What follows belongs to an exercise in optimizing a design on an open flow for small area, a short achievable clock period and few clock cycles per item; a production flow would make more cautious choices.
In this exercise RTL edits were held to simulation tests only and were not proved equivalent to the original.

==> flow/design.v (excerpt) <==
module SNN(
	input            clk,
	input            rst_n,
	input            in_valid,
	input [7:0]      img,
	input [7:0]      ker,
	input [7:0]      weight,
	output reg       out_valid,
	output reg [9:0] out_data
);
Size: about 3400 cells after synthesis, ~38 I/O pins, roughly 42000 um2 of cells after synthesis.
==> flow/config.mk <==
export PLATFORM = sky130hd
export DESIGN_NAME = SNN
export DESIGN_NICKNAME = SNN
export VERILOG_FILES = /design/flow/design.v
export SDC_FILE = /design/flow/constraint.sdc
export NUM_CORES = 4
export LEC_CHECK = 0
export ABC_CLOCK_PERIOD_IN_PS = 4000
export CAP_MARGIN = 20
export CORE_MARGIN = 2
export CORE_UTILIZATION = 78
export PLACE_DENSITY = 0.88
export SLEW_MARGIN = 20
export SYNTH_HIERARCHICAL = 1
export SYNTH_MINIMUM_KEEP_SIZE = 0
==> flow/constraint.sdc <==
create_clock -name core_clock -period 16.0 [get_ports {clk}]
set_input_delay 3.2000 -clock core_clock [delete_from_list [all_inputs] [get_ports {clk}]]
set_output_delay 3.2000 -clock core_clock [all_outputs]
set_load 0.01 [all_outputs]
standard.sh (not shown) runs the stock make flow with config.mk's settings and CLKGATE_MAP_FILE= SYNTH_SCRIPT=/design/flow/synth_recipe.tcl, a recipe that flattens the netlist after the stock synthesis.
==> flow/flow/run.sh <==
#!/bin/bash
# Standard ORFS layout (the standard.sh with its unchanged synthesis),
# with repair_timing aiming for 11.7 ns of setup margin at the design's
# 16 ns clock, port buffers of buf_2 cells, and clock tree synthesis with
# sink clusters of up to 25 flip-flops within 80 um and no dummy loads.
set -euo pipefail
bash standard.sh SETUP_SLACK_MARGIN=11.7 \
  "BUFFER_PORTS_ARGS=-buffer_cell sky130_fd_sc_hd__buf_2" \
  "CTS_ARGS=-sink_clustering_enable -repair_clock_nets -sink_clustering_size 25 -sink_clustering_max_diameter 80 -dont_use_dummy_load" \
  finish > standard_flow.log 2>&1
The starting point ran to the end with no violations.
Testbench counts at the start, summed over its fixed seeds: cycles 25,920, items 320.
Next try:
Settings changed: CORE_UTILIZATION 78 to 50, PLACE_DENSITY 0.88 to 0.7.
- core utilization came out lower by 26 points
- via count came out lower by a little under a tenth
- wire length came out lower by roughly a tenth
- final area came out higher slightly
- clock skew came out higher by 0.018 ns
- first-iteration DRC count came out lower by well over a third
- critical path depth does not change
- die area came out higher by well over a third
- sequential share of layout area came out lower by 0.63 points
Next try:
Settings changed: CORE_UTILIZATION 50 to 60, PLACE_DENSITY 0.7 to 0.75.
The changed run passed the timing, DRC and antenna checks.
Via count climbs slightly.
Maximum frequency climbs slightly.
Cell area drops slightly.
Global-route usage climbs by 3.9 points.
Cell count drops by a few percent.
First-iteration DRC count climbs by about a fifth.
Next try:
--- a/flow/flow/run.sh
+++ b/flow/flow/run.sh
@@ -7,4 +7,4 @@
 bash standard.sh SETUP_SLACK_MARGIN=11.7 \
   "BUFFER_PORTS_ARGS=-buffer_cell sky130_fd_sc_hd__buf_2" \
-  "CTS_ARGS=-sink_clustering_enable -repair_clock_nets -sink_clustering_size 25 -sink_clustering_max_diameter 80 -dont_use_dummy_load" \
+  "CTS_ARGS=-sink_clustering_enable -repair_clock_nets -sink_clustering_size 40 -sink_clustering_max_diameter 60 -dont_use_dummy_load" \
   finish > standard_flow.log 2>&1
Settings changed: CORE_UTILIZATION 60 to 40, PLACE_DENSITY 0.75 to unset.
The changed run passed the timing, DRC and antenna checks.
Setup slack gets worse by 0.034 ns.
Cell count goes up by 11%.
Synthesized area is unchanged.
Routed wire length goes up by 0.62%.
Via count goes down by 3.1%.
Maximum frequency goes down by 0.79%.
Sequential share of layout area goes down by 0.67 points.
Non-clock buffer count goes down by 4.
Design area goes up by 2.0%.
Register-to-register slack barely changes.

## run 1
SNN, a different RTL version from the one above (not shown whole).
For scale: roughly 3100 cells after synthesis, roughly 550 flip-flops, roughly 38 I/O pins, roughly 40000 µm² of cells after synthesis.
Settings: LEC_CHECK=0, ABC_CLOCK_PERIOD_IN_PS=4000, CAP_MARGIN=20, CORE_MARGIN=2, CORE_UTILIZATION=40, SLEW_MARGIN=20, SYNTH_HIERARCHICAL=1, SYNTH_MINIMUM_KEEP_SIZE=0; clock period 16.0 ns.
==> flow/flow/run.sh <==
#!/bin/bash
# Standard ORFS layout (the standard.sh), with repair_timing asked for
# extra setup margin and the port buffers given a regular buffer cell.
set -euo pipefail
bash standard.sh SETUP_SLACK_MARGIN=11.8 "BUFFER_PORTS_ARGS=-buffer_cell sky130_fd_sc_hd__buf_2" finish > standard_flow.log 2>&1
Run 1 closes out successfully: all stages finished, all timing, DRC and antenna checks passed.
Testbench counts of run 1, summed over its fixed seeds: cycles 25,920, items 320.
## Diff of input files: run 2 against run 1
==> flow/run.sh (new file) <==
#!/bin/bash
# synth_recipe.tcl (not shown) runs the flow's synth.tcl, then flattens the netlist and writes it again
# the make line also repeats each setting of config.mk as NAME=value (left out here)
make -C /OpenROAD-flow-scripts/flow DESIGN_CONFIG=/design/flow/config.mk WORK_HOME=/design/flow/orfs CLKGATE_MAP_FILE= SYNTH_SCRIPT=/design/flow/synth_recipe.tcl finish
removed: flow/flow/run.sh
removed: flow/standard.sh
## What came out
| wire length on met3 | run 2 vs run 1 | about 22% lower |
Actual slew at the worst max-slew pin ends up higher on run 1.
Taking run 1 over run 2, the first-pass GRT wire length ratio works out to 1.05.
Against run 1, run 2 reports a register-to-register slack that is lower.
Run 2 and run 1 ended up with roughly the same hold slack.
Summary of run 2 over run 1: sequential share of layout area has increased; count of clock-net buffers in the final layout now larger.
Changes in run 3 relative to run 2:
==> flow/flow/run.sh (new file) <==
#!/bin/bash
# Standard ORFS layout (the standard.sh), with repair_timing asked for
# extra setup margin and the port buffers given a regular buffer cell.
set -euo pipefail
bash standard.sh SETUP_SLACK_MARGIN=11.4 "BUFFER_PORTS_ARGS=-buffer_cell sky130_fd_sc_hd__buf_2" finish > standard_flow.log 2>&1
==> flow/standard.sh (new file) <==
#!/bin/bash
# synth_recipe.tcl (not shown) runs the flow's synth.tcl, then flattens the netlist and writes it again
# the make line also repeats each setting of config.mk as NAME=value (left out here)
make -C /OpenROAD-flow-scripts/flow DESIGN_CONFIG=/design/flow/config.mk WORK_HOME=/design/flow/orfs CLKGATE_MAP_FILE= SYNTH_SCRIPT=/design/flow/synth_recipe.tcl "${@:-finish}"
removed: flow/run.sh
### Flow results
Clock period minus worst slack ends up higher on run 2. Of run 2 and run 3, run 2 shows the lower non-clock buffer total of the final layout, with run 3 above it. The number of nets at the end of the flow number comes out lower for run 2 vs run 3. Across both runs, largest stage delay on the critical path was higher for run 3 than for run 2. Re worst-case reg-to-reg path depth: run 2 and run 3 aren't equal, and the higher value belongs to run 2. Summary — wire length, run 3 relative to run 2: higher, by about 2.5%. Comparing run 2 and run 3, the higher register share of the cell area was measured on run 2. Re routed metal-1 wirelength: run 3 is about 0.6% down on run 2.

-- static timing again, ports no longer ideal --
The flow's constraints put no driver on any port. The routed layouts listed below were extracted and timed again, unchanged, in two steps.
Step 1 sets driving cells, clkbuf_16 on the clock port and buf_2 on the other inputs (assumed; they add their load-dependent delay and slew).
Step 2, shift: input delay + t, output delay - t, t = (earliest + latest rising clock arrival at the registers) / 2. This alone moves slack from input paths to output paths.
Slacks: no drivers / after step 1 / after step 2; pairs: no drivers / after step 1.
run	shift t [ns]	slack for setup (ns)	hold WS [ns]	clock arrival spread, ns	pins driven straight from the clock port
the first run of note 1	0.655	11.696 / 11.633 / 11.031	0.272 / 0.272 / 0.272	0.063 / 0.063	1
the second run of note 1	0.627	11.708 / 11.646 / 11.144	0.288 / 0.288 / 0.288	0.093 / 0.093	1
the third run of note 1	0.615	11.736 / 11.673 / 11.189	0.287 / 0.287 / 0.287	0.073 / 0.073	1
the fourth run of note 1	0.663	11.702 / 11.637 / 11.088	0.284 / 0.284 / 0.284	0.071 / 0.071	1
run 1	0.708	11.593 / 11.579 / 11.103	0.319 / 0.319 / 0.319	0.025 / 0.025	1
run 2	0.673	11.143 / 11.143 / 10.526	0.319 / 0.319 / 0.319	0.024 / 0.025	1
run 3	0.695	11.450 / 11.450 / 10.995	0.323 / 0.323 / 0.323	0.026 / 0.026	1
After both steps setup and hold are still met in every run listed. The setup slack of the first run of note 1, which loses most, moves by -0.063 ns with the drivers and by -0.665 ns with both steps.
